From an optimization exercise on the open Yosys and OpenROAD flow, aimed at small area, a short achievable clock period and few clock cycles per item; shortcuts taken in it are not production practice. At most, simulation tests tie the RTL to the original design; equivalence was not proved. Function not checked in run 6: the RTL went through the layout flow alone.

## flow/design.v (module list and top-level ports; edited modules follow where they fit)
// module des_ip: 6 lines
// module des_fp: 6 lines
// module des_pc1: 6 lines
// module des_subkey1: 6 lines
// module des_subkey2: 6 lines
// module des_subkey3: 6 lines
// module des_subkey4: 6 lines
// module des_subkey5: 6 lines
// module des_subkey6: 6 lines
// module des_subkey7: 6 lines
// module des_subkey8: 6 lines
// module des_subkey9: 6 lines
// module des_subkey10: 6 lines
// module des_subkey11: 6 lines
// module des_subkey12: 6 lines
// module des_subkey13: 6 lines
// module des_subkey14: 6 lines
// module des_subkey15: 6 lines
// module des_subkey16: 6 lines
// module des_sbk1: 79 lines
// module des_sbk2: 79 lines
// module des_sbk3: 79 lines
// module des_sbk4: 79 lines
// module des_sbk5: 79 lines
// module des_sbk6: 79 lines
// module des_sbk7: 79 lines
// module des_sbk8: 79 lines
// module des_round: 15 lines
// module des_rounds_1_4: 22 lines
// module des_rounds_5_8: 22 lines
// module des_rounds_9_12: 22 lines
// module des_rounds_13_16: 22 lines
// module des_enc: 51 lines
module des_enc (
    input         clk,
    input         rst,
    input         in_valid,
    output        in_ready,
    input  [63:0] in_block,
    input  [63:0] in_key,
    output        out_valid,
    output [63:0] out_block
);
  // ...
==> flow/flow/run.sh <==
#!/bin/bash
# Own flow: the standard layout (standard.sh), with the S-box modules replaced by
# pre-mapped gate-level netlists during synthesis (see swap.tcl).
set -euo pipefail
W=$(pwd)
export SYNTH_CANONICALIZE_TCL=$W/flow/swap.tcl
bash standard.sh finish > $W/standard.log 2>&1 || { tail -50 $W/standard.log; exit 1; }
for f in $W/orfs/logs/*/*/*/*.log; do cp "$f" $W/ 2>/dev/null || true; done
tail -5 $W/standard.log
==> flow/flow/swap.tcl <==
# Run by ORFS's synthesis canonicalize step (SYNTH_CANONICALIZE_TCL): replace the
# behavioural S-box modules with the gate-level ones in sbk_gates.v. Registers and
# everything else go through the standard synthesis unchanged.
foreach m {des_sbk1 des_sbk2 des_sbk3 des_sbk4 des_sbk5 des_sbk6 des_sbk7 des_sbk8} {
  delete $m
}
read_verilog [file join [file dirname [info script]] sbk_gates.v]
hierarchy -check -top $::env(DESIGN_NAME)
==> flow/standard.sh <==
#!/bin/bash
# synth_recipe.tcl (not shown) runs the flow's synth.tcl, then flattens the netlist and writes it again
# the make line also repeats each setting of config.mk as NAME=value (left out here)
make -C /OpenROAD-flow-scripts/flow DESIGN_CONFIG=/design/flow/config.mk WORK_HOME=/design/flow/orfs CLKGATE_MAP_FILE= SYNTH_SCRIPT=/design/flow/synth_recipe.tcl "${@:-finish}"
==> flow/config.mk <==
export PLATFORM = sky130hd
export DESIGN_NAME = des_enc
export DESIGN_NICKNAME = des_enc
export VERILOG_FILES = /design/flow/design.v
export SDC_FILE = /design/flow/constraint.sdc
export NUM_CORES = 8
export LEC_CHECK = 0
export CAP_MARGIN = 20
export CORE_MARGIN = 2
export CORE_UTILIZATION = 40
export SLEW_MARGIN = 20
==> flow/constraint.sdc <==
create_clock -name core_clock -period 50.0 [get_ports {clk}]
set_input_delay 10.0000 -clock core_clock [delete_from_list [all_inputs] [get_ports {clk}]]
set_output_delay 10.0000 -clock core_clock [all_outputs]
set_load 0.01 [all_outputs]
Not shown: flow/flow/sbk_gates.v
==> flow_summary.ini, run 1 <==
[outcome]
run_status = finished clean

[finish]
n_all_buffers = 412
final_cell_count_no_fill = 12320
multi_input_logic_portion_of_the_cell_area = 0.722
final_area_um2 = 74300
multiInputGateArea_um2 = 53600
layout.sequential_cells = 549
area_growth_syn_to_layout_pct = 13.5
fillCellCount = 16683
post_route_cells_drive_above_1_share = 0.0372

[cts]
tritoncts = built
ctsHtreeMaxLevel = 3
cts_made_buffers = 69

[setup_path]
worstPathMaxFanout = 15
number_of_cells_traversed_by_the_worst_register_to_register_path = 33
worstPathRequired_ps = 50490
master_of_the_slowest_instance_on_the_critical_path = xor2_1
reg2reg_capture_point = lr1_q[17]

[timing]
timing_worst_slew_pin_value_ps = 1300
timing.final.crit_share = 0.245
grt_setup_unrepaired = no
max-slew-margin-rel = 0.122

[worst_hold_path]
timing.hold.worst_path_depth = 0

[synth]
synthesis.nets = 9743
synth_ff_type = dfxtp_1
yosysSeqAreaShare = 0.168
synth_top_family_by_area = compound AO/OA/AOI/OAI gates
synth_area_per_cell_um2 = 6.81
synth_area_leader_cell = dfxtp_1

[grt]
grt_pass1_vias = 66928
grt_remaining_overflow = 0

[place]
placed_cells_incl_taps = 12198
port_buffers = 187

[routing]
wl_met1_um = 100000

[floorplanning]
rows = 148
Testbench counts, summed over its fixed seeds: cycles 2,088, items 2,048.
==> run 2: changes to the inputs <==
--- a/flow/flow/run.sh
+++ b/flow/flow/run.sh
@@ -4,6 +4,6 @@
 set -euo pipefail
 W=$(pwd)
 export SYNTH_CANONICALIZE_TCL=$W/flow/swap.tcl
-bash standard.sh finish > $W/standard.log 2>&1 || { tail -50 $W/standard.log; exit 1; }
+bash standard.sh SETUP_SLACK_MARGIN=39 finish > $W/standard.log 2>&1 || { tail -50 $W/standard.log; exit 1; }
 for f in $W/orfs/logs/*/*/*/*.log; do cp "$f" $W/ 2>/dev/null || true; done
 tail -5 $W/standard.log
--- a/flow/config.mk
+++ b/flow/config.mk
@@ -7,5 +7,6 @@
 export LEC_CHECK = 0
 export CAP_MARGIN = 20
 export CORE_MARGIN = 2
-export CORE_UTILIZATION = 40
+export CORE_UTILIZATION = 65
+export PLACE_DENSITY = 0.75
 export SLEW_MARGIN = 20
==> flow_summary.ini, run 2 <==
[worst_hold_path]
timing.hold.worst_path_depth = 0
hp-class = register to register

[outcome]
run_status = finished clean

[place]
place.detailed.hpwl_um = 197000
port_buffers = 187
place_ws_ps = 37620
gp_congestion = 1.14

[synth]
synthSimpleGateAreaFrac = 0.241
synth_top_cells_by_count = 1152 x nand2_1, 1136 x o21ai_0, 976 x xnor2_1
yosysSeqAreaShare = 0.168
synth_area_leaders = dfxtp_1 17%, xnor2_1 13%, xor2_1 10%, o21ai_0 8.7%, a21oi_1 6.6%
postSynthRegisterBits = 549
synth-compound-area-share = 0.331
synth_top_cell_area_share = 0.168
synth_area_per_cell_um2 = 6.81
synthesis.instances = 9612
synth_ff_type = dfxtp_1
most_repeated_cell_in_the_gate_level_netlist_after_synthesis = nand2_1
yosys.area_share.xor_xnor = 0.233
synth_area_leader_cell = dfxtp_1
yosys-mux-area-fraction = 0.00979
yosysWarnings = 5
synth_top_family_by_area = compound AO/OA/AOI/OAI gates
synth_area_um2 = 65400
synth_cell_type_count = 51
synthesis.nets = 9743
synth-edff-count = 0
synthAdderAreaFrac = 0
synthArstFlopShare = 0

[cts]
insertion_delay_ps = 700
ctsHtreeMaxLevel = 3
cts_made_buffers = 68
clkSlewWorstSetupHoldPaths_ps = 70
tritoncts = built
clock-root-buffer = clkbuf_16
maximum_buffer_depth_of_the_clock_tree = 3
cts_num_sinks = 549

[setup_path]
worst-path-buf-inv = 1
number_of_cells_traversed_by_the_worst_register_to_register_path = 35
endpoint_kind = output port
startpoint_type = register
timing.critical_path.arrival_ps = 1140
worstPathMaxFanout = 1
worstSetupPathDepth = 1
cp_cell_sequence = buf_6
master_of_the_slowest_instance_on_the_critical_path = dfxtp_2
setup.worst_path.class = register to output port
critical-path-top-delay-family = flip-flops
timing.critical_path.slowest_cell_delay_ps = 320
worstPathRequired_ps = 40000

[timing]
max-slew-margin-rel = 0.197
report.final.slew_viol_count = 0
finalCriticalPeriod_ps = 11140
report.final.hold_viol_count = 0
postLayoutSetupSlackWorst_ps = 38860
grt_setup_unrepaired = yes
setup_violations = 0
finClkSkew_ps = 39.1
setup-tns-final_ps = 0
fmax_mhz = 89.8
timing_worst_slew_pin_value_ps = 1200
timing.final.crit_share = 0.223
finalHoldWorstSlack_ps = 406

[grt]
antenna_found_initial = 5
grt_pass1_vias = 68946
grt_util_all_layers = 0.480
grt_first_pass_wirelength_um = 392000
grt_max_degree = 18
grt_remaining_overflow = 0

[floorplanning]
initial_cell_density_of_the_core = 0.654
design.die.area_um2 = 103000
die_width_um = 321
pin_count = 197
fp.coreArea_um2 = 100000
die_height_um = 321
rows = 116

[routing]
dr.pass1.iters = 14
detail_route.wl_per_cell_um = 23.2
route.detailed.vias_per_inst = 6.97
detailed_route_wire_length_um = 265000
vias = 79580
drt_first_iter_violations = 13445
final_antenna_net_count = 0
drc_errors = 0

[finish]
final_cell_mix = 1152 x nand2_1, 1123 x o21ai_0, 928 x nor2_1
post_route_cells_drive_above_1_share = 0.0683
final_core_utilization = 0.749
layout.cells.most_common = nand2_1
area_growth_syn_to_layout_pct = 14.5
finish.net_count = 10198

[flow_run]
max-cap-violations = 0
-- run 2: through the flow --
step                instances  area, um^2
floorplan                9612       65400
global route            11421       74900
global placement        11273       70300
detailed placement      11273       70300
CTS                     11404       72800
finish                  11423       74900
-- run 2: cell type report --
type                            count  area, um^2
Fill cell                        7865       25100
Inverter                          288        1080
Timing Repair Buffer              386        3240
Clock inverter                     41         457
Antenna cell                        3        7.51
Tap cell                         1298        1620
Sequential cell                   549       11000
Clock buffer                       84        1910
Multi-Input combinational cell   8774       55600
-- run 2: worst paths after layout --
kind / slack [ps] / from / to
min: 410 / cd0_q[12] / cd1_q[12]
min reg2reg: 410 / cd0_q[12] / cd1_q[12]
max reg2reg: 38950 / cd0_q[21] / lr1_q[9]
max: 38860 / out_q[37] / out_block[37]
-- run 2: repair_timing --
action / CTS / global route
hold buffers: 0 / 0
pin swaps: 3 / 7
setup buffers: 6 / 9
cloned: 0 / 0
resized for setup: 330 / 258
endpoints found under the setup margin: 123 / 185
-- run 2: logic make-up after synthesis --
family          after synthesis
mux                          64
other cells                   1
compound gates             3520
xor+xnor                   1744
simple gates               3445
buf+inv                     289
flops                       549
-- run 2: per-layer routing --
layer,up-vias,part of all wire,GRT usage
li1,36054,-,-
met1,35490,0.32,0.508
met2,6391,0.43,0.751
met3,1643,0.11,0.113
met4,2,0.13,0.530
met5,-,0.000076,0
==> run 3: changes to the inputs <==
--- a/flow/config.mk
+++ b/flow/config.mk
@@ -7,6 +7,5 @@
 export LEC_CHECK = 0
 export CAP_MARGIN = 20
 export CORE_MARGIN = 2
-export CORE_UTILIZATION = 65
-export PLACE_DENSITY = 0.75
+export CORE_UTILIZATION = 40
 export SLEW_MARGIN = 20
==> flow_summary.ini, run 3 <==
[outcome]
run_status = finished clean

[finish]
area_growth_syn_to_layout_pct = 16.5
post_route_cells_drive_above_1_share = 0.0714
layout.cells.most_common = nand2_1
finish.net_count = 10236
final_cell_mix = 1152 x nand2_1, 1122 x o21ai_0, 928 x nor2_1
final_area_um2 = 76300

[timing]
finalCriticalPeriod_ps = 11130
timing_worst_slew_pin_value_ps = 1320
setup-tns-final_ps = 0
max-slew-margin-rel = 0.118
fmax_mhz = 89.9
report.final.hold_viol_count = 0
finClkSkew_ps = 48.8
timing.final.crit_share = 0.223
finalHoldWorstSlack_ps = 440
report.final.slew_viol_count = 0
setup_violations = 0
grt_setup_unrepaired = yes

[synth]
synth_area_um2 = 65400
synth-compound-area-share = 0.331
postSynthRegisterBits = 549
yosys.area_share.xor_xnor = 0.233
yosysSeqAreaShare = 0.168
synth_area_per_cell_um2 = 6.81
synth_area_leader_cell = dfxtp_1
synth_top_family_by_area = compound AO/OA/AOI/OAI gates
synth-edff-count = 0
synth_cell_type_count = 51
most_repeated_cell_in_the_gate_level_netlist_after_synthesis = nand2_1
synth_top_cell_area_share = 0.168
yosysWarnings = 5
synthesis.nets = 9743
synth_area_leaders = dfxtp_1 17%, xnor2_1 13%, xor2_1 10%, o21ai_0 8.7%, a21oi_1 6.6%
synthArstFlopShare = 0
synthesis.instances = 9612
yosys-mux-area-fraction = 0.00979
synthAdderAreaFrac = 0
synth_top_cells_by_count = 1152 x nand2_1, 1136 x o21ai_0, 976 x xnor2_1
synthSimpleGateAreaFrac = 0.241
synth_ff_type = dfxtp_1

[routing]
highest-signal-layer = met5
route.detailed.vias_per_inst = 6.17
vias = 76148
wl_met1_um = 100000
met3_wl_post_dr_um = 19300
route.met2.wl_um = 124000
detailed_route_wire_length_um = 275000
detail_route.wl_per_cell_um = 22.3
drc_errors = 0
final_antenna_net_count = 0
dr.pass1.iters = 7
drt_first_iter_violations = 9314

[cts]
clock-root-buffer = clkbuf_16
ctsHtreeMaxLevel = 3
maximum_buffer_depth_of_the_clock_tree = 3
holdBufCountCts = 0
cts_made_buffers = 69
tritoncts = built
clkSlewWorstSetupHoldPaths_ps = 60
cts_num_sinks = 549
insertion_delay_ps = 700

[setup_path]
number_of_cells_traversed_by_the_worst_register_to_register_path = 32
reg2reg_capture_point = lr1_q[17]
cp_cell_sequence = buf_6
timing.critical_path.from = out_q[60]
timing.critical_path.slowest_cell_delay_ps = 330
worstSetupPathDepth = 1
startpoint_type = register
setup.worst_path.class = register to output port
timing.critical_path.arrival_ps = 1130
capture_point_of_the_critical_path = out_block[60]
endpoint_kind = output port
worstPathMaxFanout = 1
critical-path-top-delay-family = flip-flops
r2r-start = cd0_q[47]
master_of_the_slowest_instance_on_the_critical_path = dfxtp_2
setup.reg_to_reg.worst_slack_ps = 39290
worst-path-buf-inv = 1
worstPathRequired_ps = 40000

[floorplanning]
die_height_um = 408
rows = 148
design.die.area_um2 = 167000
fp.coreArea_um2 = 163000
initial_cell_density_of_the_core = 0.403
pin_count = 197
die_width_um = 408

[grt]
grt_max_degree = 18
grt_pass1_vias = 67136
grt_remaining_overflow = 0
grt_util_all_layers = 0.309
grt_first_pass_wirelength_um = 402000
antenna_found_initial = 6

[place]
port_buffers = 187
place_area_um2 = 71800
gp_congestion = 1.03
place.detailed.hpwl_um = 217000

[worst_hold_path]
hp-class = register to register

[flow_run]
max-cap-violations = 0
## run 3: final cells by class
| type | instances | area (um^2) |
|---|---|---|
| Timing Repair Buffer | 423 | 3500 |
| Antenna cell | 2 | 5.00 |
| Clock buffer | 82 | 1890 |
| Inverter | 288 | 1080 |
| Multi-Input combinational cell | 8774 | 55700 |
| Sequential cell | 549 | 11000 |
| Clock inverter | 39 | 398 |
| Tap cell | 2175 | 2720 |
| Fill cell | 16502 | 86300 |
## run 3: metal layers
| metal | vias to the layer above | global-route usage |
|---|---|---|
| met3 | 849 | 0.0381 |
| met2 | 4020 | 0.499 |
| met4 | 2 | 0.310 |
| met1 | 35053 | 0.346 |
| met5 | - | 0 |
| li1 | 36224 | - |
## run 3: metrics by stage
step	setup slack, ps	cells	util
detailed placement	38120	12198	0.442
global placement	38150	12196	0.441
finish	38870	12332	0.469
CTS	38830	12325	0.457
global route	38830	12330	0.469
floorplan	39670	9612	-
## run 3: worst min-delay path by stage
stage              start         to  depth (start not counted)
6_report          v_q[1]     v_q[2]                          1
5_1_grt        cd2_q[11]  cd3_q[11]                          0
2_1_floorplan  cd0_q[17]  cd1_q[17]                          0
3_3_place_gp      v_q[0]     v_q[1]                          1
4_1_cts        cd2_q[20]  cd3_q[20]                          0
3_5_place_dp      v_q[2]     v_q[3]                          1
## run 3: logic make-up after synthesis
family                 Yosys count
flip-flops                     549
buffers and inverters          289
other                            1
multiplexers                    64
AND/OR/NAND/NOR               3445
AO/OA/AOI/OAI                 3520
XOR/XNOR                      1744
## run 3: repair_timing
action,CTS,global route
cloned,0,0
pin swaps,3,5
resized for setup,343,249
buffers inserted,6,5
setup endpoints to repair,138,186
==> run 4: changes to the inputs <==
--- a/flow/config.mk
+++ b/flow/config.mk
@@ -8,4 +8,7 @@
 export CAP_MARGIN = 20
 export CORE_MARGIN = 2
 export CORE_UTILIZATION = 40
+export CTS_BUF_LIST = sky130_fd_sc_hd__clkbuf_8 sky130_fd_sc_hd__clkbuf_16
+export CTS_CLUSTER_DIAMETER = 60
+export CTS_CLUSTER_SIZE = 20
 export SLEW_MARGIN = 20
==> flow_summary.ini, run 4 <==
[outcome]
run_status = finished clean

[floorplanning]
initial_cell_density_of_the_core = 0.403
fp.coreArea_um2 = 163000
design.die.area_um2 = 167000
rows = 148
pin_count = 197
die_width_um = 408
die_height_um = 408

[finish]
multiInputGateArea_um2 = 55700
fillCellCount = 16466
layout.cells.most_common = nand2_1
post_route_cells_drive_above_1_share = 0.0724
finish.net_count = 10237
area_growth_syn_to_layout_pct = 17.0
final_area_um2 = 76500
final_cell_mix = 1152 x nand2_1, 1122 x o21ai_0, 928 x nor2_1
ff_latch_area_um2 = 11000

[timing]
finClkSkew_ps = 39.9
setup_violations = 0
finalCriticalPeriod_ps = 11160
report.final.hold_viol_count = 0
max-slew-margin-rel = 0.156
fmax_mhz = 89.6
report.final.slew_viol_count = 0
timing_worst_slew_pin_value_ps = 1260
grt_setup_unrepaired = yes
timing.final.crit_share = 0.223
setup-tns-final_ps = 0

[cts]
clock-root-buffer = clkbuf_16
holdBufCountCts = 0
cts_made_buffers = 70
cts_num_sinks = 549
insertion_delay_ps = 720
maximum_buffer_depth_of_the_clock_tree = 3
tritoncts = built
ctsHtreeMaxLevel = 3
clkSlewWorstSetupHoldPaths_ps = 70

[setup_path]
worstSetupPathDepth = 1
startpoint_type = register
worst-path-buf-inv = 1
critical-path-top-delay-family = flip-flops
timing.critical_path.arrival_ps = 1160
setup.worst_path.class = register to output port
worstPathMaxFanout = 1
endpoint_kind = output port
setup.reg_to_reg.worst_slack_ps = 39150
timing.critical_path.from = out_q[43]
capture_point_of_the_critical_path = out_block[43]
cp_cell_sequence = buf_6
number_of_cells_traversed_by_the_worst_register_to_register_path = 32
r2r-start = cd0_q[47]
master_of_the_slowest_instance_on_the_critical_path = dfxtp_2
timing.critical_path.slowest_cell_delay_ps = 330
worstPathRequired_ps = 40000
reg2reg_capture_point = lr1_q[17]

[routing]
dr.pass1.iters = 9
detail_route.wl_per_cell_um = 22.3
detailed_route_wire_length_um = 275000
vias = 75749
drc_errors = 0
drt_first_iter_violations = 9481
final_antenna_net_count = 0
route.detailed.vias_per_inst = 6.14

[synth]
synth-edff-count = 0
synth_top_cell_area_share = 0.168
yosysWarnings = 5
synth_top_cells_by_count = 1152 x nand2_1, 1136 x o21ai_0, 976 x xnor2_1
synth_ff_type = dfxtp_1
synth_area_leader_cell = dfxtp_1
synthArstFlopShare = 0
synth_area_um2 = 65400
synthesis.instances = 9612
yosysSeqAreaShare = 0.168
synth_area_per_cell_um2 = 6.81
synth_area_leaders = dfxtp_1 17%, xnor2_1 13%, xor2_1 10%, o21ai_0 8.7%, a21oi_1 6.6%
synthesis.nets = 9743
postSynthRegisterBits = 549
most_repeated_cell_in_the_gate_level_netlist_after_synthesis = nand2_1
synth_cell_type_count = 51

[place]
gp_congestion = 1.03
place_area_um2 = 71800
place.detailed.hpwl_um = 217000
port_buffers = 187

[grt]
grt_first_pass_wirelength_um = 402000
grt_pass1_vias = 67208
grt_max_degree = 21
grt_util_all_layers = 0.308
antenna_found_initial = 5
grt_remaining_overflow = 0

[flow_run]
max-cap-violations = 0

[worst_hold_path]
timing.hold.worst.start = v_q[1]
hp-class = register to register
-- run 4: cell types whose count changed in the layout (fill, tap and decap cells not counted), moves of 4 or more --
cell | previous run | this run
inv_6 | 6 | 10
clkinv_8 | 2 | 10
inv_12 | 0 | 12
clkbuf_8 | 7 | 3
clkbuf_1 | 4 | 0
clkinv_2 | 11 | 1
xor2_2 | 98 | 103
inv_1 | 0 | 4
inv_8 | 2 | 7
clkinv_4 | 8 | 2
-- run 4: kinds of logic (layout without fill, tap and decap cells) --
| family | count (synthesis) | count (layout) | synth area share |
|---|---|---|---|
| multiplexers | 64 | 64 | 0.00979 |
| other | 1 | 5 | 0.0000573 |
| flip-flops | 549 | 549 | 0.168 |
| AND/OR/NAND/NOR | 3445 | 3445 | 0.241 |
| AO/OA/AOI/OAI | 3520 | 3520 | 0.331 |
| XOR/XNOR | 1744 | 1744 | 0.233 |
| buffers and inverters | 289 | 838 | 0.0166 |
-- run 4: worst min-delay path by stage --
stage	end	slack (ps)	cells after the start
finish	v_q[2]	440	1
global route	cd3_q[47]	450	0
CTS	cd3_q[22]	440	0
detailed placement	v_q[3]	430	1
global placement	v_q[1]	420	1
floorplan	cd1_q[17]	370	0
-- run 4: layer usage --
layer	vias to the layer above	global-route usage	wire [um]	share of wire
met2	3919	0.501	125000	0.45
met3	812	0.0370	19400	0.071
met5	-	0	13	0.000047
met4	2	0.311	31300	0.11
met1	34826	0.344	99400	0.36
li1	36190	-	-	-
-- run 4: metrics by stage --
step / std cells / worst slack (ps) / util / hold slack, ps
3_3_place_gp: 12196 / 38150 / 0.441 / 420
3_5_place_dp: 12198 / 38120 / 0.442 / 431
4_1_cts: 12331 / 38780 / 0.459 / 440
2_1_floorplan: 9612 / 39670 / - / 373
6_report: 12340 / 38840 / 0.471 / 441
5_1_grt: 12336 / 38810 / 0.471 / 453
-- run 4: worst reg2reg max path: cells and delay by family (launching register included) --
kind                      cells  cell delay (ps)
and+or+nand+nor              10             2190
buffers and inverters         1              340
AOI/OAI and AO/OA            11             3140
xor gates and xnor gates      9             4280
DFF                           1              620
muxes                         1              180
-- run 4: layout make-up --
class,instances,area share
Multi-Input combinational cell,8774,0.728
Sequential cell,549,0.144
Timing Repair Buffer,423,0.0456
Tap cell,2175,0.0356
Clock buffer,73,0.0234
Inverter,288,0.0141
Clock inverter,54,0.00959
Antenna cell,4,0.000131
-- run 4: what timing repair did --
| action | 4_1_cts | 5_1_grt |
|---|---|---|
| endpoints found under the hold margin | 0 | 0 |
| pin swaps | 3 | 6 |
| endpoints found under the setup margin | 141 | 183 |
| buffers inserted | 6 | 4 |
| gates resized for setup | 345 | 252 |
==> run 5: changes to the inputs <==
==> flow/flow/run.sh (replaced) <==
#!/bin/bash
# Own flow: the standard layout (standard.sh), with the S-box modules replaced by
# pre-mapped gate-level netlists during synthesis (see swap.tcl).
set -euo pipefail
W=$(pwd)
export SYNTH_CANONICALIZE_TCL=$W/flow/swap.tcl
BUFFER_PORTS_ARGS="-buffer_cell sky130_fd_sc_hd__buf_1" bash standard.sh SETUP_SLACK_MARGIN=39 finish > $W/standard.log 2>&1 || { tail -50 $W/standard.log; exit 1; }
for f in $W/orfs/logs/*/*/*/*.log; do cp "$f" $W/ 2>/dev/null || true; done
tail -5 $W/standard.log
--- a/flow/config.mk
+++ b/flow/config.mk
@@ -8,7 +8,4 @@
 export CAP_MARGIN = 20
 export CORE_MARGIN = 2
 export CORE_UTILIZATION = 40
-export CTS_BUF_LIST = sky130_fd_sc_hd__clkbuf_8 sky130_fd_sc_hd__clkbuf_16
-export CTS_CLUSTER_DIAMETER = 60
-export CTS_CLUSTER_SIZE = 20
 export SLEW_MARGIN = 20
==> flow_summary.ini, run 5 <==
[cts]
clkSlewWorstSetupHoldPaths_ps = 60
insertion_delay_ps = 720
ctsHtreeMaxLevel = 3
clock-root-buffer = clkbuf_16
cts_made_buffers = 72
tritoncts = built
maximum_buffer_depth_of_the_clock_tree = 3
cts_num_sinks = 549

[setup_path]
setup.worst_path.class = register to output port
endpoint_kind = output port
master_of_the_slowest_instance_on_the_critical_path = dfxtp_2
critical-path-top-delay-family = flip-flops
timing.critical_path.slowest_cell_delay_ps = 320
worstPathMaxFanout = 1
timing.critical_path.arrival_ps = 1140
worstPathRequired_ps = 40000
startpoint_type = register
worst-path-buf-inv = 1
cp_cell_sequence = buf_6

[synth]
synth_cell_type_count = 51
yosysSeqAreaShare = 0.168
synth_area_leaders = dfxtp_1 17%, xnor2_1 13%, xor2_1 10%, o21ai_0 8.7%, a21oi_1 6.6%
postSynthRegisterBits = 549
synth_ff_type = dfxtp_1
synth_area_per_cell_um2 = 6.81
synth_top_cell_area_share = 0.168
synth_area_um2 = 65400
synthArstFlopShare = 0
synthesis.instances = 9612
synth_top_cells_by_count = 1152 x nand2_1, 1136 x o21ai_0, 976 x xnor2_1
synth_area_leader_cell = dfxtp_1
yosysWarnings = 5
synth-edff-count = 0
synthesis.nets = 9743
most_repeated_cell_in_the_gate_level_netlist_after_synthesis = nand2_1

[floorplanning]
initial_cell_density_of_the_core = 0.403
die_width_um = 408
design.die.area_um2 = 167000
rows = 148
pin_count = 197
die_height_um = 408
fp.coreArea_um2 = 163000

[grt]
grt_max_degree = 18
grt_pass1_vias = 68183
grt_remaining_overflow = 0
antenna_found_initial = 3
grt_first_pass_wirelength_um = 405000
grt_util_all_layers = 0.310

[routing]
detailed_route_wire_length_um = 275000
final_antenna_net_count = 0
vias = 76172
drt_first_iter_violations = 9108
drc_errors = 0
dr.pass1.iters = 6
detail_route.wl_per_cell_um = 22.3
route.detailed.vias_per_inst = 6.17

[timing]
report.final.slew_viol_count = 0
finalCriticalPeriod_ps = 11140
timing_worst_slew_pin_value_ps = 1300
report.final.hold_viol_count = 0
max-slew-margin-rel = 0.130
grt_setup_unrepaired = yes
timing.final.crit_share = 0.223
setup-tns-final_ps = 0
setup_violations = 0
fmax_mhz = 89.8
finClkSkew_ps = 39.7

[finish]
layout.cells.most_common = nand2_1
final_core_utilization = 0.466
finish.net_count = 10246
area_growth_syn_to_layout_pct = 15.7
post_route_cells_drive_above_1_share = 0.0718
final_cell_mix = 1152 x nand2_1, 1124 x o21ai_0, 928 x nor2_1

[worst_hold_path]
hp-class = register to register

[flow_run]
max-cap-violations = 0

[place]
gp_congestion = 1.04
place.detailed.hpwl_um = 218000
port_buffers = 187

[outcome]
run_status = finished clean
-- run 5: path summary, 6_finish.rpt --
path         slack (ps)  cells after the start            end       from
min reg2reg         440                      1         v_q[1]     v_q[0]
max               38860                      1  out_block[11]  out_q[11]
max reg2reg       39420                     34      lr3_q[30]  lr2_q[20]
min                 440                      1         v_q[1]     v_q[0]
-- run 5: metrics by stage --
step | std cells | hold WS (ps) | cell area, um^2 | setup WS, ps
floorplan | 9612 | 373 | 65400 | 39670
global placement | 12201 | 422 | 70600 | 37990
detailed placement | 12203 | 428 | 70600 | 37990
CTS | 12335 | 442 | 73800 | 38820
global route | 12346 | 445 | 75700 | 38810
finish | 12347 | 436 | 75700 | 38860
-- run 5: cell families after synthesis --
kind of cell / Yosys count / share of synthesized area
XOR/XNOR: 1744 / 0.233
flip-flops: 549 / 0.168
AND/OR/NAND/NOR: 3445 / 0.241
other: 1 / 0.0000573
AO/OA/AOI/OAI: 3520 / 0.331
multiplexers: 64 / 0.00979
buffers and inverters: 289 / 0.0166
-- run 5: what timing repair did --
action,4_1_cts,5_1_grt
hold buffers,0,0
buffers inserted,2,8
pin swaps,1,5
gates resized for setup,145,233
setup endpoints to repair,151,188
-- run 5: final cells by class --
cell class	count	area, um^2
Antenna cell	1	2.50
Clock buffer	83	1920
Clock inverter	47	642
Fill cell	16701	86900
Inverter	288	1080
Multi-Input combinational cell	8774	55600
Sequential cell	549	11000
Tap cell	2175	2720
Timing Repair Buffer	430	2740
-- run 5: metal layers --
layer | wire [um] | track usage | vias up
met1 | 101000 | 0.350 | 35223
li1 | - | - | 36200
met3 | 18900 | 0.0368 | 838
met5 | 0 | 0 | -
met4 | 32100 | 0.313 | 0
met2 | 124000 | 0.498 | 3911
==> module des_enc, before the edit <==
module des_enc (
    input         clk,
    input         rst,
    input         in_valid,
    output        in_ready,
    input  [63:0] in_block,
    input  [63:0] in_key,
    output        out_valid,
    output [63:0] out_block
);
wire [63:0] ip_w;
wire [55:0] cd_w;
des_ip u_ip (.x(in_block), .y(ip_w));
des_pc1 u_pc1 (.key(in_key), .cd(cd_w));
reg [4:0] v_q;
reg [63:0] lr0_q;
reg [55:0] cd0_q;
reg [63:0] lr1_q;
reg [55:0] cd1_q;
reg [63:0] lr2_q;
reg [55:0] cd2_q;
reg [63:0] lr3_q;
reg [55:0] cd3_q;
reg [63:0] out_q;
wire [63:0] st0_w;
des_rounds_1_4 u_st0 (.lr_in(lr0_q), .cd(cd0_q), .lr_out(st0_w));
wire [63:0] st1_w;
des_rounds_5_8 u_st1 (.lr_in(lr1_q), .cd(cd1_q), .lr_out(st1_w));
wire [63:0] st2_w;
des_rounds_9_12 u_st2 (.lr_in(lr2_q), .cd(cd2_q), .lr_out(st2_w));
wire [63:0] st3_w;
des_rounds_13_16 u_st3 (.lr_in(lr3_q), .cd(cd3_q), .lr_out(st3_w));
wire [63:0] fp_w;
des_fp u_fp (.x({st3_w[31:0], st3_w[63:32]}), .y(fp_w));
always @(posedge clk) begin
    if (rst) v_q <= 0;
    else v_q <= {v_q[3:0], in_valid};
    lr0_q <= ip_w;
    cd0_q <= cd_w;
    lr1_q <= st0_w;
    cd1_q <= cd0_q;
    lr2_q <= st1_w;
    cd2_q <= cd1_q;
    lr3_q <= st2_w;
    cd3_q <= cd2_q;
    out_q <= fp_w;
end
assign in_ready = 1'b1;
assign out_valid = v_q[4];
assign out_block = out_q;
endmodule
==> run 6: changes to the inputs <==
--- a/flow/design.v
+++ b/flow/design.v
@@ -759,12 +759,12 @@
 des_sbk7 u_s7 (.r({r[8], r[7], r[6], r[5], r[4], r[3]}), .k({k[11], k[10], k[9], k[8], k[7], k[6]}), .l({l[0], l[20], l[10], l[25]}), .o({r_new[0], r_new[20], r_new[10], r_new[25]}));
 des_sbk8 u_s8 (.r({r[4], r[3], r[2], r[1], r[0], r[31]}), .k({k[5], k[4], k[3], k[2], k[1], k[0]}), .l({l[27], l[5], l[17], l[11]}), .o({r_new[27], r_new[5], r_new[17], r_new[11]}));
 endmodule
-module des_rounds_1_4 (
+module des_rounds_1_5 (
     input  [63:0] lr_in,
     input  [55:0] cd,
     output [63:0] lr_out
 );
-wire [31:0] h [0:5];
+wire [31:0] h [0:6];
 assign h[0] = lr_in[63:32];
 assign h[1] = lr_in[31:0];
 wire [47:0] k1;
@@ -779,19 +779,19 @@
 wire [47:0] k4;
 des_subkey4 u_k4 (.cd(cd), .k(k4));
 des_round u_r4 (.l(h[3]), .r(h[4]), .k(k4), .r_new(h[5]));
-assign lr_out = {h[4], h[5]};
+wire [47:0] k5;
+des_subkey5 u_k5 (.cd(cd), .k(k5));
+des_round u_r5 (.l(h[4]), .r(h[5]), .k(k5), .r_new(h[6]));
+assign lr_out = {h[5], h[6]};
 endmodule
-module des_rounds_5_8 (
+module des_rounds_6_10 (
     input  [63:0] lr_in,
     input  [55:0] cd,
     output [63:0] lr_out
 );
-wire [31:0] h [4:9];
-assign h[4] = lr_in[63:32];
-assign h[5] = lr_in[31:0];
-wire [47:0] k5;
-des_subkey5 u_k5 (.cd(cd), .k(k5));
-des_round u_r5 (.l(h[4]), .r(h[5]), .k(k5), .r_new(h[6]));
+wire [31:0] h [5:11];
+assign h[5] = lr_in[63:32];
+assign h[6] = lr_in[31:0];
 wire [47:0] k6;
 des_subkey6 u_k6 (.cd(cd), .k(k6));
 des_round u_r6 (.l(h[5]), .r(h[6]), .k(k6), .r_new(h[7]));
@@ -801,38 +801,28 @@
 wire [47:0] k8;
 des_subkey8 u_k8 (.cd(cd), .k(k8));
 des_round u_r8 (.l(h[7]), .r(h[8]), .k(k8), .r_new(h[9]));
-assign lr_out = {h[8], h[9]};
-endmodule
-module des_rounds_9_12 (
-    input  [63:0] lr_in,
-    input  [55:0] cd,
-    output [63:0] lr_out
-);
-wire [31:0] h [8:13];
-assign h[8] = lr_in[63:32];
-assign h[9] = lr_in[31:0];
 wire [47:0] k9;
 des_subkey9 u_k9 (.cd(cd), .k(k9));
 des_round u_r9 (.l(h[8]), .r(h[9]), .k(k9), .r_new(h[10]));
 wire [47:0] k10;
 des_subkey10 u_k10 (.cd(cd), .k(k10));
 des_round u_r10 (.l(h[9]), .r(h[10]), .k(k10), .r_new(h[11]));
+assign lr_out = {h[10], h[11]};
+endmodule
+module des_rounds_11_16 (
+    input  [63:0] lr_in,
+    input  [55:0] cd,
+    output [63:0] lr_out
+);
+wire [31:0] h [10:17];
+assign h[10] = lr_in[63:32];
+assign h[11] = lr_in[31:0];
 wire [47:0] k11;
 des_subkey11 u_k11 (.cd(cd), .k(k11));
 des_round u_r11 (.l(h[10]), .r(h[11]), .k(k11), .r_new(h[12]));
 wire [47:0] k12;
 des_subkey12 u_k12 (.cd(cd), .k(k12));
 des_round u_r12 (.l(h[11]), .r(h[12]), .k(k12), .r_new(h[13]));
-assign lr_out = {h[12], h[13]};
-endmodule
-module des_rounds_13_16 (
-    input  [63:0] lr_in,
-    input  [55:0] cd,
-    output [63:0] lr_out
-);
-wire [31:0] h [12:17];
-assign h[12] = lr_in[63:32];
-assign h[13] = lr_in[31:0];
 wire [47:0] k13;
 des_subkey13 u_k13 (.cd(cd), .k(k13));
 des_round u_r13 (.l(h[12]), .r(h[13]), .k(k13), .r_new(h[14]));
@@ -861,40 +851,34 @@
 wire [55:0] cd_w;
 des_ip u_ip (.x(in_block), .y(ip_w));
 des_pc1 u_pc1 (.key(in_key), .cd(cd_w));
-reg [4:0] v_q;
+reg [3:0] v_q;
 reg [63:0] lr0_q;
 reg [55:0] cd0_q;
 reg [63:0] lr1_q;
 reg [55:0] cd1_q;
 reg [63:0] lr2_q;
 reg [55:0] cd2_q;
-reg [63:0] lr3_q;
-reg [55:0] cd3_q;
 reg [63:0] out_q;
 wire [63:0] st0_w;
-des_rounds_1_4 u_st0 (.lr_in(lr0_q), .cd(cd0_q), .lr_out(st0_w));
+des_rounds_1_5 u_st0 (.lr_in(lr0_q), .cd(cd0_q), .lr_out(st0_w));
 wire [63:0] st1_w;
-des_rounds_5_8 u_st1 (.lr_in(lr1_q), .cd(cd1_q), .lr_out(st1_w));
+des_rounds_6_10 u_st1 (.lr_in(lr1_q), .cd(cd1_q), .lr_out(st1_w));
 wire [63:0] st2_w;
-des_rounds_9_12 u_st2 (.lr_in(lr2_q), .cd(cd2_q), .lr_out(st2_w));
-wire [63:0] st3_w;
-des_rounds_13_16 u_st3 (.lr_in(lr3_q), .cd(cd3_q), .lr_out(st3_w));
+des_rounds_11_16 u_st2 (.lr_in(lr2_q), .cd(cd2_q), .lr_out(st2_w));
 wire [63:0] fp_w;
-des_fp u_fp (.x({st3_w[31:0], st3_w[63:32]}), .y(fp_w));
+des_fp u_fp (.x({st2_w[31:0], st2_w[63:32]}), .y(fp_w));
 always @(posedge clk) begin
     if (rst) v_q <= 0;
-    else v_q <= {v_q[3:0], in_valid};
+    else v_q <= {v_q[2:0], in_valid};
     lr0_q <= ip_w;
     cd0_q <= cd_w;
     lr1_q <= st0_w;
     cd1_q <= cd0_q;
     lr2_q <= st1_w;
     cd2_q <= cd1_q;
-    lr3_q <= st2_w;
-    cd3_q <= cd2_q;
     out_q <= fp_w;
 end
 assign in_ready = 1'b1;
-assign out_valid = v_q[4];
+assign out_valid = v_q[3];
 assign out_block = out_q;
 endmodule
==> flow/flow/run.sh (replaced) <==
#!/bin/bash
# Own flow: the standard layout (standard.sh), with the S-box modules replaced by
# pre-mapped gate-level netlists during synthesis (see swap.tcl).
set -euo pipefail
W=$(pwd)
export SYNTH_CANONICALIZE_TCL=$W/flow/swap.tcl
bash standard.sh SETUP_SLACK_MARGIN=39 finish > $W/standard.log 2>&1 || { tail -50 $W/standard.log; exit 1; }
for f in $W/orfs/logs/*/*/*/*.log; do cp "$f" $W/ 2>/dev/null || true; done
tail -5 $W/standard.log
==> flow_summary.ini, run 6 <==
[cts]
holdBufCountCts = 0
maximum_buffer_depth_of_the_clock_tree = 3
insertion_delay_ps = 690
cts_made_buffers = 54
clkSlewWorstSetupHoldPaths_ps = 70
clock-root-buffer = clkbuf_16
ctsHtreeMaxLevel = 2
cts_num_sinks = 428
tritoncts = built

[synth]
synth_area_leaders = dfxtp_1 14%, xnor2_1 14%, xor2_1 11%, o21ai_0 9.0%, a21oi_1 6.9%
yosys.area_share.xor_xnor = 0.242
synth_top_cells_by_count = 1152 x nand2_1, 1136 x o21ai_0, 976 x xnor2_1
synth_area_um2 = 63000
synth_area_leader_cell = dfxtp_1
most_repeated_cell_in_the_gate_level_netlist_after_synthesis = nand2_1
synth_cell_type_count = 51
synthesis.nets = 9621
synth_top_cell_area_share = 0.136
synth-edff-count = 0
yosys-mux-area-fraction = 0.0102
synthesis.instances = 9490
synth-compound-area-share = 0.344
synth_area_per_cell_um2 = 6.64
synth_top_family_by_area = compound AO/OA/AOI/OAI gates
yosysWarnings = 4
synthArstFlopShare = 0
postSynthRegisterBits = 428
synth_ff_type = dfxtp_1
yosysSeqAreaShare = 0.136
synthAdderAreaFrac = 0
synthSimpleGateAreaFrac = 0.250

[worst_hold_path]
worst_hold_path.endpoint = v_q[2]
timing.hold.worst.start = v_q[1]
hp-class = register to register
timing.hold.worst_path_depth = 1

[finish]
layout.cells.most_common = buf_4
finish.net_count = 11346
post_route_cells_drive_above_1_share = 0.301
area_growth_syn_to_layout_pct = 55.9
final_cell_count_no_fill = 13318
fillCellCount = 12970
final_cell_mix = 1322 x buf_4, 1108 x nand2_1, 986 x o21ai_0

[setup_path]
master_of_the_slowest_instance_on_the_critical_path = a2111oi_4
worstPathRequired_ps = 50550
worstPathMaxFanout = 5
reg2reg_capture_point = out_q[14]
worst-path-buf-inv = 15
setup.reg_to_reg.worst_slack_ps = 38040
endpoint_kind = register
critical-path-top-delay-family = compound AO/OA/AOI/OAI gates
number_of_cells_traversed_by_the_worst_register_to_register_path = 65
setup.worst_path.class = register to register
timing.critical_path.slowest_cell_delay_ps = 830
startpoint_type = register
r2r-start = lr2_q[24]
timing.critical_path.arrival_ps = 12510
timing.critical_path.mode_cell = buf_6

[timing]
grt_setup_unrepaired = yes
timing.final.crit_share = 0.239
postLayoutSetupSlackWorst_ps = 38040
setup-tns-final_ps = 0
report.final.hold_viol_count = 0
finClkSkew_ps = 20.6
finalCriticalPeriod_ps = 11960
report.final.slew_viol_count = 0
finalHoldWorstSlack_ps = 432
setup_violations = 0
fmax_mhz = 83.6
timing_worst_slew_pin_value_ps = 1150
max-slew-margin-rel = 0.234

[routing]
detail_route.wl_per_cell_um = 23.3
drt_first_iter_violations = 10390
route.detailed.vias_per_inst = 6.27
drc_errors = 0
vias = 83444
detailed_route_wire_length_um = 310000
final_antenna_net_count = 0
dr.pass1.iters = 8

[floorplanning]
design.die.area_um2 = 161000
die_height_um = 401
initial_cell_density_of_the_core = 0.403
die_width_um = 401
rows = 145
fp.coreArea_um2 = 156000
pin_count = 197

[outcome]
run_status = finished clean

[place]
placed_cells_incl_taps = 11955
port_buffers = 187
place.detailed.hpwl_um = 216000
gp_congestion = 1.00
place_ws_ps = 33640

[flow_run]
max-cap-violations = 0

[grt]
antenna_found_initial = 4
grt_max_degree = 18
grt_remaining_overflow = 0
grt_first_pass_wirelength_um = 435000
grt_pass1_vias = 73021
grt_util_all_layers = 0.346
## run 6: cell count changes after synthesis
cell	previous run	this run
nor2b_1	261	260
dfxtp_1	549	428
## run 6: logic make-up (layout without fill, tap and decap cells)
kind of cell,count (synthesis),count (layout)
buf+inv,289,2043
compound gates,3520,3520
flops,428,428
other cells,1,3
mux,64,64
simple gates,3444,3444
xor+xnor,1744,1758
## run 6: metrics by stage
stage | utilization | instance area, um^2
floorplan | - | 64600
global placement | 0.452 | 70700
detailed placement | 0.452 | 70700
CTS | 0.568 | 88800
global route | 0.628 | 98200
finish | 0.628 | 98200
## run 6: worst max path at each step
stage / cells past startpoint / from / endpoint
after detailed placement: 45 / cd2_q[52] / out_q[10]
after CTS: 60 / lr2_q[24] / out_q[50]
after global placement: 45 / cd2_q[52] / out_q[10]
after global routing: 65 / lr2_q[24] / out_q[14]
after floorplan: 51 / lr2_q[7] / out_q[50]
final: 65 / lr2_q[24] / out_q[14]
## run 6: repair_timing
| action | 4_1_cts | 5_1_grt |
|---|---|---|
| setup buffers | 726 | 519 |
| endpoints found under the setup margin | 246 | 161 |
| cloned | 5 | 11 |
| gates resized for setup | 1955 | 909 |
| endpoints found under the hold margin | 0 | 0 |
| pin swaps | 454 | 434 |
## run 6: layer usage
layer / GRT usage / up-vias / part of all wire
met5: 0 / - / 0
met4: 0.367 / 0 / 0.13
met3: 0.0440 / 1269 / 0.073
met2: 0.563 / 5038 / 0.46
met1: 0.376 / 38994 / 0.34
li1: - / 38143 / -
## run 6: cell type report
type / count / area, um^2 / area share
flip-flops and latches: 428 / 9100 / 0.0927
inverters: 288 / 1170 / 0.0119
repair buffers: 1656 / 13900 / 0.142
diodes: 2 / 5.00 / 0.0000510
multi-input cells: 8787 / 69600 / 0.709
clock buffers: 66 / 1490 / 0.0151
clock inverters: 33 / 335 / 0.00341
well taps: 2058 / 2570 / 0.0262

separate check: timing with driven ports:
No port has a modelled driver above. Below, the same layouts with a new extraction and two added sets of constraints. Step 1: set_driving_cell puts a clkbuf_16 on clk and a buf_2 on each other input, an assumption about the parent block. Step 2 adds t to the input delays and takes it off the output delays; t is the mean of the earliest and latest rising clock arrival at the registers after step 1. Input paths then give back, and output paths get back, about the clock's delay inside the block. Slacks: no drivers / after step 1 / after step 2; pairs: no drivers / after step 1.
run | shift t [ns] | slack for setup (ns) | worst register clock-pin slew, ns | worst data-port slew with drivers (ns) | cell pins on the clock port's net
run 1 | 0.758 | 37.752 / 37.752 / 37.752 | 0.07 / 0.07 | 0.04 | 1
run 2 | 0.770 | 38.862 / 38.776 / 38.948 | 0.07 / 0.07 | 0.06 | 1
run 3 | 0.758 | 38.874 / 38.786 / 39.270 | 0.07 / 0.07 | 0.04 | 1
run 4 | 0.775 | 38.840 / 38.761 / 39.147 | 0.08 / 0.08 | 0.04 | 1
run 5 | 0.784 | 38.862 / 38.779 / 39.421 | 0.07 / 0.07 | 0.04 | 1
run 6 | 0.762 | 38.041 / 38.041 / 38.041 | 0.07 / 0.07 | 0.05 | 1
After both steps every run listed still meets setup and hold.
